Context: an optimization exercise on an open-source flow, tuned for small area, a short achievable clock period and few clock cycles per item. The choices shown serve that exercise and are no tape-out recipe.
Only simulation tests tie the RTL to the original design; equivalence was not proved.
No activity file was given, so power comes from the tool's default toggle rates.

[flow/design.v]
module add(
    input [31:0] A_in,
    input [31:0] B_in,
    input Ctr_in,  
    input en,
    input clk,
    output [31:0] S,
    output Cout,
    output reg done,
    output reg [3:0] flag
);  
    parameter OVERFLOW=3;
    parameter ZERO=2;
    parameter SIGN=1;
    parameter CARRY=0;
    reg [31:0] A;
    reg [31:0] B;
    reg Ctr;
    reg counter;
    always @(posedge clk) begin
        if(en) begin
            if(counter == 0) begin
                A <= A_in;
                Ctr <= Ctr_in;
                if(Ctr_in) begin
                    B <= ~B_in;
                end else begin
                    B <= B_in;
                end
                done <= 0;
                counter <= 1;
            end else begin
                if(Cout) begin
                    flag[CARRY] <= 1;
                    flag[OVERFLOW] <= 1;
                end else begin
                    flag[CARRY] <= 0;
                    flag[OVERFLOW] <= 0;
                end
                if(S[31]) begin
                    flag[SIGN] <= 1;
                end else begin
                    flag[SIGN] <= 0;
                end
                if(S == 0) begin
                    flag[ZERO] <= 1;
                end else begin
                    flag[ZERO] <= 0;
                end
                done <= 1;
                counter <= 0;
            end
        end else begin
            done <= 0;
            counter <= 0;
        end
    end
    genvar i;
    wire [6:0] Cout_temp;
    generate
        for(i = 0; i < 7; i = i + 1) begin : CLA_i_gen
            CLA CLA_i(
                .A(A[4*i+3:4*i]),
                .B(B[4*i+3:4*i]),
                .Cin(i == 0 ? Ctr : Cout_temp[i-1]),
                .S(S[4*i+3:4*i]),
                .Cout(Cout_temp[i])
            );
        end
        CLA CLA_7(
            .A(A[31:28]),
            .B(B[31:28]),
            .Cin(Cout_temp[6]),
            .S(S[31:28])
        );
    endgenerate
    assign Cout = A[31]&B[31]&(~S[31]) | (~A[31])&(~B[31])&S[31];
endmodule
module CLA(
    input [3:0] A,
    input [3:0] B,
    input Cin,
    output [3:0] S,
    output Cout
);  
    wire [3:0] G;
    wire [3:0] P;
    genvar i;
    generate
        for(i = 0; i < 4; i = i + 1) begin : P_G_gen
            assign G[i] = A[i] & B[i];  
            assign P[i] = A[i] | B[i];  
        end
    endgenerate
    wire [3:0] Gi_0;
    wire P3_0 = P[3] & P[2] & P[1] & P[0];
    genvar j;
    generate
        assign Gi_0[0] = G[0];
        for(j = 1; j < 4; j = j + 1) begin : Gi_gen
            assign Gi_0[j] = G[j] | (P[j] & Gi_0[j-1]);
        end
    endgenerate
    assign Cout = Gi_0[3] | (P3_0 & Cin);
    wire [2:0] Cout_temp;
    genvar k;
    generate
        FA Sum_0(
            .A(A[0]),
            .B(B[0]),
            .Cin(Cin),
            .S(S[0]),
            .Cout(Cout_temp[0])
        );
        for(k = 1; k < 3; k = k + 1) begin : Sum_gen
            FA Sum_i(
                .A(A[k]),
                .B(B[k]),
                .Cin(Cout_temp[k-1]),  
                .S(S[k]),
                .Cout(Cout_temp[k])
            );
        end
        FA Sum_3(
            .A(A[3]),
            .B(B[3]),
            .Cin(Cout_temp[2]),
            .S(S[3])
        );
    endgenerate
endmodule  
module FA(
    input A,
    input B,
    input Cin,
    output S,
    output Cout
);
    assign S = A ^ B ^ Cin;
    assign Cout = (A & B) | (A & Cin) | (B & Cin); 
endmodule
module mul(
    input [31:0] M_in,
    input [31:0] Q_in,
    input clk,
    input reset,
    input en,
    output reg done,
    output [63:0] A_out,  
    output reg [3:0] flag  
);
    parameter OVERFLOW=3;
    parameter ZERO=2;
    parameter SIGN=1;
    parameter CARRY=0;
reg [5:0] counter;
reg signed [31:0] M;
reg signed [31:0] Q;
reg signed [66:0] temp;  
wire signed [1:0] temp_s = {temp[66], temp[66]};  
assign A_out = temp[64:1];
wire signed [33:0] b_M;
wire signed [33:0] b_2M;
wire signed [33:0] b_M_in;
wire signed [33:0] b_2M_in;
assign b_2M = -(M<<1);  
assign b_M = - M;  
assign b_2M_in = -(M_in<<1);  
assign b_M_in = - M_in;  
reg signed [33:0] booth_p;  
always @(*) begin  
    if((counter == 0)) begin
        case ({Q_in[1:0],1'b0})  
            3'b000: booth_p <= 0;
            3'b001: booth_p <= {M_in[31], M_in[31], M_in};  
            3'b010: booth_p <= {M_in[31], M_in[31], M_in};
            3'b011: booth_p <= {M_in[31],M_in, 1'b0};  
            3'b100: booth_p <= b_2M_in; 
            3'b101: booth_p <= {b_M_in};  
            3'b110: booth_p <= b_M_in;
            3'b111: booth_p <= 0;
        endcase
    end else begin  
        case (temp[2:0])  
            3'b000: booth_p <= 0;
            3'b001: booth_p <= {M[31], M[31], M};  
            3'b010: booth_p <= {M[31], M[31], M};
            3'b011: booth_p <= {M[31], M, 1'b0};  
            3'b100: booth_p <= b_2M;
            3'b101: booth_p <= b_M;
            3'b110: booth_p <= b_M;
            3'b111: booth_p <= 0;
        endcase
    end
end
parameter MUL_CYCLE = 17;
always @(posedge clk) begin
    if(reset) begin
        M <= 0;
        Q <= 0;
        temp <= 0;
        counter <= 0;
        done <= 0;
    end else begin
        if(en) begin
            if(counter == 0) begin
                M <= M_in;
                Q <= Q_in;
                temp[66:35] <= 0;
                temp[34:0] <= {Q_in[31], Q_in[31],Q_in, 1'b0}; 
                done <= 0;
                counter <= counter + 1;
            end else if(counter == MUL_CYCLE) begin
                temp[66:33] <= {temp_s, temp[66:35]} + booth_p;  
                temp[32:0] <= temp[34:2];
                counter <= 0;
                done <= 1;
            end else begin
                temp[66:33] <= {temp_s, temp[66:35]} + booth_p;
                temp[32:0] <= temp[34:2];
                done <= 0;
                counter <= counter + 1;
            end
        end else begin
            temp <= temp;
            M <= M;
            Q <= Q;
            counter <= 0;
            done <= 0;
        end
    end
end
always @(*) begin
    flag[OVERFLOW] = 0;
    flag[CARRY] = 0;
    if(A_out == 0) begin
        flag[ZERO] = 1;
    end else begin
        flag[ZERO] = 0;
    end
    if(A_out[63]) begin
        flag[SIGN] = 1;
    end else begin
        flag[SIGN] = 0;
    end
end
endmodule
module div #(
        parameter WIDTH = 32
    )(
    input [2*WIDTH-1:0] Z_in,
    input [WIDTH-1:0] D_in,
    input clk,
    input reset,
    input en,
    output reg [WIDTH-1:0] Q,
    output reg [WIDTH-1:0] R,
    output reg done,
    output reg [3:0] flag  
);
    parameter OVERFLOW=3;
    parameter ZERO=2;
    parameter SIGN=1;
    parameter CARRY=0;
    parameter MAX_DIV_CYCLE = WIDTH+1;
    parameter MAX_CORRECT_CYCLE = 2;
    parameter CHECK_OVERFLOW = 2;
    reg [6:0] div_counter;  
    reg [4:0] correct_counter;  
    reg signed [2*WIDTH:0] S;  
    reg signed [WIDTH:0] D;  
    reg signed [WIDTH:0] Q_t;  
    reg signed [WIDTH:0] D_c;  
    reg Z_in_sign;    
    reg overflow;
    wire signed [WIDTH:0] D_abs = (D_in[WIDTH-1] == 1) ? D_c : D;
    wire signed [WIDTH:0] S_abs = (S[2*WIDTH] == 1) ? (~S[2*WIDTH:WIDTH] + 1) : S[2*WIDTH:WIDTH];
    always @(posedge clk) begin
        if(div_counter == 0) begin
            D_c <= ~{D_in[WIDTH-1],D_in}+1;
        end else begin
            D_c <= ~D + 1;
        end
        if(div_counter == 0) begin
            Z_in_sign <= Z_in[2*WIDTH-1];
        end else begin
            Z_in_sign <= Z_in_sign;
        end
    end
    always @(posedge clk) begin
        if(reset) begin
            S <= 0;
            D <= 0;
            Q_t <= 0;
            div_counter <= 0;
            correct_counter <= 0;
            Q <= 0;
            R <= 0;
            done <= 0;
            overflow <= 0;
        end else begin
            if(en) begin
                if(div_counter == 0) begin
                    S <= {Z_in[2*WIDTH-1], Z_in};  
                    D <= {D_in[WIDTH-1], D_in};  
                    Q_t <= 0;
                    div_counter <= div_counter + 1;
                    correct_counter <= 0;
                    Q <= 0;
                    R <= 0;
                    done <= 0;
                    overflow <= 0;
                end else if(correct_counter == MAX_CORRECT_CYCLE) begin  
                    S <= 0;
                    D <= 0;
                    Q_t <= 0;
                    div_counter <= 0;
                    correct_counter <= 0;
                    Q <= Q_t[WIDTH-1:0];
                    R <= S[2*WIDTH-1:WIDTH];
                    done <= 1;
                    overflow <= 0;
                end else if((div_counter == MAX_DIV_CYCLE) && (correct_counter != 0) && (correct_counter != MAX_CORRECT_CYCLE)) begin  
                    if(S[2*WIDTH] ^ D[WIDTH]) begin  
                        Q_t <= Q_t - 1;
                        S[2*WIDTH:WIDTH] <= S[2*WIDTH:WIDTH] + D;
                    end else begin  
                        Q_t <= Q_t + 1;
                        S[2*WIDTH:WIDTH] <= S[2*WIDTH:WIDTH] + D_c;
                    end
                    div_counter <= div_counter;
                    correct_counter <= correct_counter + 1;  
                    Q <= 0;
                    R <= 0;
                    done <= 0;
                    overflow <= 0;
                end else if((div_counter == MAX_DIV_CYCLE) && (correct_counter == 0)) begin  
                    if((S_abs >= D_abs)||(Z_in_sign ^ S[2*WIDTH])) begin  
                        S <= S;
                        D <= D;
                        Q_t[WIDTH] <= ~Q_t[WIDTH-1];  
                        Q_t[WIDTH-1:1] <= Q_t[WIDTH-2:0];  
                        Q_t[0] <= 1;  
                        div_counter <= div_counter;
                        correct_counter <= correct_counter + 1;  
                        Q <= 0;
                        R <= 0;
                        done <= 0;
                        overflow <= 0;  
                    end else begin  
                        S <= S;
                        D <= D;
                        Q_t <= 0;
                        div_counter <= 0;
                        correct_counter <= correct_counter + 1;  
                        Q[WIDTH-1:1] <= Q_t[WIDTH-2:0];  
                        Q[0] <= 1;  
                        R <= S[2*WIDTH-1:WIDTH];
                        done <= 1;
                        overflow <= 0;   
                    end 
                end else if(div_counter == CHECK_OVERFLOW )begin  
                    if(Z_in_sign == S[2*WIDTH]) begin  
                        S <= 0;
                        D <= 0;
                        Q_t <= 0;
                        div_counter <= 0;
                        correct_counter <= 0;
                        Q <= 0;
                        R <= 0;
                        done <= 1;
                        overflow <= 1;
                    end else begin
                        if(S[2*WIDTH] ^ D[WIDTH]) begin  
                            S[2*WIDTH:WIDTH] <= S[2*WIDTH-1:WIDTH-1] + D;  
                            Q_t[0] <= 0; 
                        end else begin
                            S[2*WIDTH:WIDTH] <= S[2*WIDTH-1:WIDTH-1] + D_c;  
                            Q_t[0] <= 1; 
                        end
                        S[WIDTH-1:0] <= {S[WIDTH-2:0],1'b0};  
                        Q_t[WIDTH:1] <= Q_t[WIDTH-1:0];  
                        D <= D; 
                        div_counter <= div_counter + 1;
                        correct_counter <= 0;
                        Q <= 0;
                        R <= 0;
                        done <= 0;
                        overflow <= 0;
                    end
                end else begin  
                    if(S[2*WIDTH] ^ D[WIDTH]) begin  
                        S[2*WIDTH:WIDTH] <= S[2*WIDTH-1:WIDTH-1] + D;  
                        Q_t[0] <= 0; 
                    end else begin
                        S[2*WIDTH:WIDTH] <= S[2*WIDTH-1:WIDTH-1] + D_c;  
                        Q_t[0] <= 1; 
                    end
                    S[WIDTH-1:0] <= {S[WIDTH-2:0],1'b0};  
                    Q_t[WIDTH:1] <= Q_t[WIDTH-1:0];  
                    D <= D; 
                    div_counter <= div_counter + 1;
                    correct_counter <= 0;
                    Q <= 0;
                    R <= 0;
                    done <= 0;
                    overflow <= 0;
                end
            end else begin
                    S <= 0;
                    D <= 0;
                    Q_t <= 0;
                    div_counter <= 0;
                    correct_counter <= 0;
                    Q <= 0;
                    R <= 0;
                    done <= 0;
                    overflow <= 0;
            end
        end
    end
    always @(*) begin
        flag[OVERFLOW] = overflow;
        if(Q[WIDTH-1] == 1) begin
            flag[SIGN] = 1;
        end else begin
            flag[SIGN] = 0;
        end
        if(Q == 0) begin
            flag[ZERO] = 1;
        end else begin
            flag[ZERO] = 0;
        end
        flag[CARRY] = 0;
    end
endmodule
module ALU #(
    parameter WIDTH = 32
)(
    input [WIDTH-1:0] num_1,
    input [WIDTH-1:0] num_2,
    input [WIDTH-1:0] sub_reg_input,
    input [3:0] opcode,  
    input clk,
    output reg [WIDTH-1:0] result,
    output reg [WIDTH-1:0] sub_reg_result,
    output reg done,
    output reg [3:0] flag  
);
    parameter OVERFLOW=3;
    parameter ZERO=2;
    parameter SIGN=1;
    parameter CARRY=0;
    parameter ADD = 4'b0000;
    parameter SUB = 4'b0001;
    parameter MUL = 4'b0010;
    parameter DIV = 4'b0011;  
    parameter NEG = 4'b0100;  
    parameter AND = 4'b0101;
    parameter OR  = 4'b0110;
    parameter XOR = 4'b0111;
    parameter NOT = 4'b1000;  
    parameter ADD_CTR = 1'b0;
    parameter SUB_CTR = 1'b1;
    reg ADD_input_en;
    reg ADD_input_Ctr;
    wire signed [WIDTH-1:0] ADD_output_S;
    wire ADD_output_Cout;
    wire ADD_output_done;
    wire [3:0] ADD_output_flag;
    reg SUB_input_en;
    reg SUB_input_Ctr;
    wire signed [WIDTH-1:0] SUB_output_S;
    wire SUB_output_Cout;
    wire SUB_output_done;
    wire [3:0] SUB_output_flag;
    reg NEG_input_en;
    reg NEG_input_Ctr;
    wire signed [WIDTH-1:0] NEG_output_S;
    wire NEG_output_Cout;
    wire NEG_output_done;
    wire [3:0] NEG_output_flag;
    reg MUL_input_en;
    reg MUL_input_reset;
    wire signed [WIDTH*2-1:0] MUL_output_A;
    wire [3:0] MUL_output_flag;
    wire MUL_done;
    reg DIV_input_en;
    wire signed [WIDTH-1:0] DIV_output_Q;
    wire signed [WIDTH-1:0] DIV_output_R;
    wire DIV_done;
    wire [3:0] DIV_flag;
    reg AND_en;
    reg [WIDTH-1:0] AND_output;
    reg [3:0] AND_flag;
    reg OR_en;
    reg [WIDTH-1:0] OR_output;
    reg [3:0] OR_flag;
    reg XOR_en;
    reg [WIDTH-1:0] XOR_output;
    reg [3:0] XOR_flag;
    reg NOT_en;
    reg [WIDTH-1:0] NOT_output;
    reg [3:0] NOT_flag;
    add ALU_ADD(
        .A_in(num_1),
        .B_in(num_2),
        .Ctr_in(ADD_CTR),
        .en(ADD_input_en),
        .clk(clk),
        .S(ADD_output_S),
        .Cout(ADD_output_Cout),
        .done(ADD_output_done),
        .flag(ADD_output_flag)
    );
    add ALU_SUB(
        .A_in(num_1),
        .B_in(num_2),
        .Ctr_in(SUB_CTR),
        .en(SUB_input_en),
        .clk(clk),
        .S(SUB_output_S),
        .Cout(SUB_output_Cout),
        .done(SUB_output_done),
        .flag(SUB_output_flag)
    );
    add ALU_NEG(
        .A_in(0),
        .B_in(num_1),
        .Ctr_in(SUB_CTR),
        .en(NEG_input_en),
        .clk(clk),
        .S(NEG_output_S),
        .Cout(NEG_output_Cout),
        .done(NEG_output_done),
        .flag(NEG_output_flag)
    );
    mul ALU_MUL(
        .M_in(num_1),
        .Q_in(num_2),
        .clk(clk),
        .reset(0),
        .en(MUL_input_en),
        .done(MUL_done),
        .A_out(MUL_output_A),
        .flag(MUL_output_flag)
    );
    div #(.WIDTH(WIDTH)) ALU_DIV(
        .Z_in({sub_reg_input, num_1}),
        .D_in(num_2),
        .clk(clk),
        .reset(1'b0),
        .en(DIV_input_en),
        .done(DIV_done),
        .Q(DIV_output_Q),
        .R(DIV_output_R),
        .flag(DIV_flag)
    );
    always @(AND_en, num_1, num_2, AND_output) begin : AND_module
        if(AND_en) begin
            AND_output = num_1 & num_2;
            if(AND_output == 0) begin
                AND_flag[ZERO] = 1;  
            end else begin
                AND_flag[ZERO] = 0;
            end
            AND_flag[OVERFLOW] = 0;
            AND_flag[SIGN] = AND_output[WIDTH-1];
            AND_flag[CARRY] = 0;
        end else begin
            AND_flag = 4'b0000;
            AND_output = 0;
        end
    end
    always @(OR_en, num_1, num_2, OR_output) begin : OR_module
        if(OR_en) begin
            OR_output = num_1 | num_2;
            if(OR_output == 0) begin
                OR_flag[ZERO] = 1;  
            end else begin
                OR_flag[ZERO] = 0;
            end
            OR_flag[OVERFLOW] = 0;
            OR_flag[SIGN] = OR_output[WIDTH-1];
            OR_flag[CARRY] = 0;
        end else begin
            OR_flag = 4'b0000;
            OR_output = 0;
        end
    end
    always @(XOR_en, num_1, num_2, XOR_output) begin : XOR_module
        if(XOR_en) begin
            XOR_output = num_1 ^ num_2;
            if(XOR_output == 0) begin
                XOR_flag[ZERO] = 1;  
            end else begin
                XOR_flag[ZERO] = 0;
            end
            XOR_flag[OVERFLOW] = 0;
            XOR_flag[SIGN] = XOR_output[WIDTH-1];
            XOR_flag[CARRY] = 0;
        end else begin
            XOR_flag = 4'b0000;
            XOR_output = 0;
        end
    end
    always @(NOT_en, num_1, NOT_output) begin : NOT_module
        if(NOT_en) begin
            NOT_output = ~num_1;
            if(NOT_output == 0) begin
                NOT_flag[ZERO] = 1;  
            end else begin
                NOT_flag[ZERO] = 0;
            end
            NOT_flag[OVERFLOW] = 0;
            NOT_flag[SIGN] = NOT_output[WIDTH-1];
            NOT_flag[CARRY] = 0;
        end else begin
            NOT_flag = 4'b0000;
            NOT_output = 0;
        end
    end
    always @(*) begin : EN_decode
        ADD_input_en = (opcode == ADD);
        SUB_input_en = (opcode == SUB);
        NEG_input_en = (opcode == NEG);
        MUL_input_en = (opcode == MUL);
        DIV_input_en = (opcode == DIV);
        AND_en = (opcode == AND);
        OR_en  = (opcode == OR);
        XOR_en = (opcode == XOR);
        NOT_en = (opcode == NOT);
    end
    always @(*) begin : OPCODE_drive_output
        sub_reg_result =  0;
        case(opcode)
            ADD: begin
                flag =  ADD_output_flag;
                result =  ADD_output_S;
                done =  ADD_output_done;
            end
            SUB: begin
                flag =  SUB_output_flag;
                result =  SUB_output_S;
                done =  SUB_output_done;
            end
            NEG: begin
                flag =  NEG_output_flag;
                result =  NEG_output_S;
                done =  NEG_output_done;
            end
            MUL: begin
                flag =  MUL_output_flag;
                {sub_reg_result, result} =  MUL_output_A;
                done =  MUL_done;
            end
            DIV: begin
                flag =  DIV_flag;
                result =  DIV_output_Q;
                sub_reg_result =  DIV_output_R;
                done =  DIV_done;
            end
            AND: begin
                flag =  AND_flag;
                result =  AND_output;
                done =  1;
            end
            OR: begin
                flag =  OR_flag;
                result =  OR_output;
                done =  1;
            end
            XOR: begin
                flag =  XOR_flag;
                result =  XOR_output;
                done =  1;
            end
            NOT: begin
                flag =  NOT_flag;
                result =  NOT_output;
                done =  1;
            end 
            default: begin
                result =  0;
                flag =  4'b1111;
                sub_reg_result =  0;
                done =  0;
            end
        endcase
    end
endmodule
[flow/run.sh]
#!/bin/bash
# synth_recipe.tcl (not shown) runs the flow's synth.tcl, then flattens the netlist and writes it again
# the make line also repeats each setting of config.mk as NAME=value (left out here)
make -C /OpenROAD-flow-scripts/flow DESIGN_CONFIG=/design/flow/config.mk WORK_HOME=/design/flow/orfs CLKGATE_MAP_FILE= SYNTH_SCRIPT=/design/flow/synth_recipe.tcl finish
[flow/config.mk]
export PLATFORM = sky130hd
export DESIGN_NAME = ALU
export DESIGN_NICKNAME = ALU
export VERILOG_FILES = /design/flow/design.v
export SDC_FILE = /design/flow/constraint.sdc
export NUM_CORES = 4
export LEC_CHECK = 0
export CAP_MARGIN = 20
export CORE_MARGIN = 2
export CORE_UTILIZATION = 40
export PLACE_DENSITY = 0.6
export SLEW_MARGIN = 20
[flow/constraint.sdc]
create_clock -name core_clock -period 10.0 [get_ports {clk}]
set_input_delay 2.0000 -clock core_clock [delete_from_list [all_inputs] [get_ports {clk}]]
set_output_delay 2.0000 -clock core_clock [all_outputs]
set_load 0.01 [all_outputs]
==> flow_metrics.py <==
metrics = {
    "worst_setup_path": {
        "crit_path_top_delay_cell": "o311ai_0",
        "max_stage_delay_ps": 740,
        "reg2reg_from": "ALU_DIV.S[34]",
        "crit_chain": "ha_1 -> inv_1 -> fa_1 -> o21ba_2 -> o211ai_1 -> o211ai_1 -> nor4_1 -> nor4_1 -> nor2_1 -> a21oi_1 -> o41a_1 -> o41a_1 -> fa_1 -> fa_1 -> fa_1 -> xor2_1 -> o311ai_0 -> clkdlybuf4s50_1",
        "critical_path.startpoint_type": "flip-flop",
        "crit_path_frequent_cell": "fa_1",
        "end_kind": "primary output",
        "arrival_ps": 6960,
        "path_class": "flip-flop to primary output",
        "worstPathRequired_ps": 8000,
        "path_max_fanout": 4,
        "r2r_end": "ALU_DIV.Q[0]",
        "rrSetupSlack_ps": 4020,
        "r2r_cells": 19,
    },
    "cells_and_area": {
        "layout-drive-gt1-share": 0.0568,
        "final_common_cell": "nand2_1",
        "fin_util": 0.460,
        "final_cell_mix": "368 x nand2_1, 350 x ha_1, 315 x nor2_1",
        "fin_nets": 4768,
        "areaGrowthSynthToFinish_pct": 14.1,
    },
    "clock_tree": {
        "htree_levels": 3,
        "worstSkewPairLatency_ps": 640,
        "clock_sinks": 522,
        "cts_buffers": 66,
        "root_buffer": "clkbuf_16",
        "cts_tree": "built",
        "ctsResizeCount": 0,
        "clkTransAtPathRegs_ps": 60,
        "post_cts_buffers": 0,
        "ctsLongestPathBuffers": 3,
        "cts_hold_buffers": 0,
    },
    "timing": {
        "skew_ps": 20.7,
        "post-route-min-period_ps": 8960,
        "finalHoldViolCount": 0,
        "final.setup.tns_ps": 0,
        "period_share": 0.896,
        "rsz0062_at_grt": "no",
        "slew_violations": 0,
        "setup_viol": 0,
        "worst_slew_margin_rel": 0.182,
        "clock.fmax_mhz": 112,
        "worst_pin_slew_ps": 1220,
    },
    "logic_synthesis": {
        "synth-simple-area-share": 0.167,
        "synthXorXnorAreaFrac": 0.0677,
        "synth_cell_type_count": 80,
        "syn_nets": 4690,
        "syn_area_per_cell_sq_um": 8.95,
        "synth-seq-area-share": 0.351,
        "mappedNetlistArea_sq_mm": 0.0375,
        "synth-edff-count": 269,
        "synthMuxAreaShare": 0.0177,
        "ys_warn_count": 5,
        "synth_top_family_by_area": "compound AO/OA/AOI/OAI gates",
        "synth_compound_area_frac": 0.199,
        "async_flop_share": 0,
        "synth_fa_ha_area_frac": 0.147,
        "synthesis.instances": 4188,
        "ys_seq_elements": 522,
        "synth_ff_type": "edfxtp_1",
    },
    "routing": {
        "viasPerCell": 6.17,
        "vias": 34400,
        "wire_per_inst_um": 27.7,
        "routed_wl_mm": 154,
        "drt-initial-drc-count": 4521,
        "drc": 0,
        "dr.pass1.iters": 9,
        "detail-route-antenna-nets": 0,
    },
    "hold_path": {
        "whs_endpoint": "ALU_NEG.counter",
        "hold_depth": 1,
        "hp-class": "flip-flop to flip-flop",
        "min-delay-start": "ALU_NEG.counter",
    },
    "die": {
        "fp.dieH_um": 310,
        "io_pins": 170,
        "fp.dieW_um": 310,
        "core_area_sq_mm": 0.0930,
        "initial_core_util": 0.403,
        "dieArea_sq_mm": 0.0962,
        "num_rows": 112,
    },
    "grt": {
        "grt_overflow_total": 0,
        "track_usage": 0.315,
        "antenna_found_initial": 14,
        "grt_pass1_wl_mm": 221,
        "grt_pass1_vias": 32300,
        "grt_max_degree": 101,
    },
    "placed_design": {
        "dp_hpwl_mm": 116,
        "portBuffers": 169,
        "gp_congestion": 1.05,
    },
    "power": {
        "p_leak_nw": 17.1,
        "ir_drop_uv": 126,
        "power_density_mw_per_mm2": 134,
    },
    "run_status": {
        "status": "complete, no violations",
    },
    "flow_run": {
        "drv_cap": 0,
    },
}
Yosys cell counts, types with 9 or more instances:
master	number	area, sq um
a211oi_1	30	225
a21o_1	55	413
a21oi_1	212	1060
a221oi_1	97	850
a222oi_1	36	360
a22o_1	97	850
a22oi_1	63	473
a31oi_1	31	194
and2_1	43	269
and3_1	34	213
buf_1	31	116
clkbuf_1	211	792
dfxtp_1	253	5060
edfxtp_1	269	8080
fa_1	49	981
ha_1	352	4400
inv_1	263	987
maj3_1	12	120
mux2i_1	63	631
nand2_1	370	1390
nand2b_1	26	163
nand3_1	89	445
nand4_1	78	488
nor2_1	323	1210
nor2b_1	19	119
nor3_1	128	641
nor3b_1	11	82.6
nor4_1	94	588
o2111ai_1	15	131
o211ai_1	17	128
o21a_1	9	67.6
o21ai_0	215	1080
o21ai_1	10	50.1
o21bai_1	18	135
o221ai_1	28	245
o22ai_1	52	325
o31ai_1	23	173
o32ai_1	9	78.8
or3_1	36	225
or4_1	20	150
xnor2_1	207	1810
xor2_1	83	727
layout make-up:
type / count / area (sq um)
fill: 9049 / 50300
multi-input combinational: 3154 / 22600
sequential: 522 / 13100
timing repair buffer: 254 / 2340
clock buffer: 92 / 1860
tap: 1254 / 1570
inverter: 268 / 1010
clock inverter: 27 / 298
antenna: 2 / 5.00
critical path, delay by kind of cell, from the launching register on:
family | cells | cell delay, ps
simple gates | 3 | 600
compound gates | 7 | 2440
buf+inv | 2 | 730
fa+ha+maj | 5 | 1970
xor+xnor | 1 | 250
flops | 1 | 330
kinds of logic after synthesis:
| family | after synthesis |
|---|---|
| AND/OR/NAND/NOR | 1301 |
| AO/OA/AOI/OAI | 1084 |
| flip-flops | 522 |
| buffers and inverters | 512 |
| adder cells (fa/ha/maj) | 413 |
| XOR/XNOR | 290 |
| multiplexers | 66 |
stage by stage:
stage | setup slack (ps) | hold slack [ps] | cell area, sq um | total power [mW] | std cells
detailed placement | 1910 | 458 | 40600 | 3.31 | 5452
floorplan | 2210 | 417 | 37500 | 2.91 | 4188
finish | 1040 | 479 | 42800 | 5.75 | 5573
CTS | 1180 | 473 | 42800 | 5.75 | 5571
global route | 938 | 509 | 42800 | 5.91 | 5571
global placement | 1860 | 461 | 40600 | 3.31 | 5452
per-layer routing:
layer / GRT usage / wire length (um) / vias to the layer above
met2: 0.485 / 67200 / 1833
li1: - / - / 15600
met3: 0.0600 / 15400 / 361
met5: 0 / 0 / -
met1: 0.418 / 62700 / 16600
met4: 0.164 / 8990 / 0
how the worst max path moves through the flow:
stage / start / to / slack, ps / cells after the start
after floorplan: opcode[3] / ALU_ADD.A[0] / 2210 / 5
after global placement: ALU_ADD.B[0] / result[31] / 1860 / 18
after detailed placement: ALU_ADD.B[0] / result[31] / 1910 / 18
after CTS: ALU_ADD.B[0] / result[31] / 1180 / 18
after global routing: ALU_ADD.B[0] / result[31] / 940 / 18
final: ALU_ADD.B[0] / result[31] / 1040 / 18
registers in the layout, indices dropped and copies added (netlist names), 3 cells and up:
signal	count
ALU_ADD.A	32
ALU_ADD.B	32
ALU_ADD.flag	3
ALU_DIV.D	32
ALU_DIV.D_c	33
ALU_DIV.Q	32
ALU_DIV.Q_t	32
ALU_DIV.R	32
ALU_DIV.S	65
ALU_DIV.correct_counter	5
ALU_DIV.div_counter	7
ALU_MUL.M	32
ALU_MUL.counter	6
ALU_MUL.temp	67
ALU_NEG.B	32
ALU_NEG.flag	3
ALU_SUB.A	32
ALU_SUB.B	32
ALU_SUB.flag	3
power breakdown:
part,switching (mW),leakage [nW],internal (mW),total [mW]
logic,0.613,11.6,0.352,0.964
clock network,1.03,1.06,1.42,2.45
registers,0.0381,4.50,2.29,2.33
Testbench counts, summed over its fixed seeds: cycles 32,496, items 4,800.

[port drivers added, routing unchanged]
The results above use ideal ports. As a check the final layout listed here was re-extracted and re-timed, cells and wires unchanged. Step 1, drivers: a clkbuf_16 drives clk and a buf_2 each remaining input, both assumed. Step 2 adds t to the input delays and takes it off the output delays; t is the mean of the earliest and latest rising clock arrival at the registers after step 1. Input paths then give back, and output paths get back, about the clock's delay inside the block. Three values: no drivers, after step 1, after step 2; two values: the first two.
shift t [ns]: 0.687
slack for setup (ns): 1.035 / 0.971 / 1.658
hold WS [ns]: 0.479 / 0.479 / 0.479
latest minus earliest clock arrival (ns): 0.023 / 0.024
slew at the worst register clock pin (ns): 0.07 / 0.07
After both steps this run still meets setup and hold. For this run, drivers alone change the setup slack by -0.064 ns; drivers and shift together by +0.623 ns.
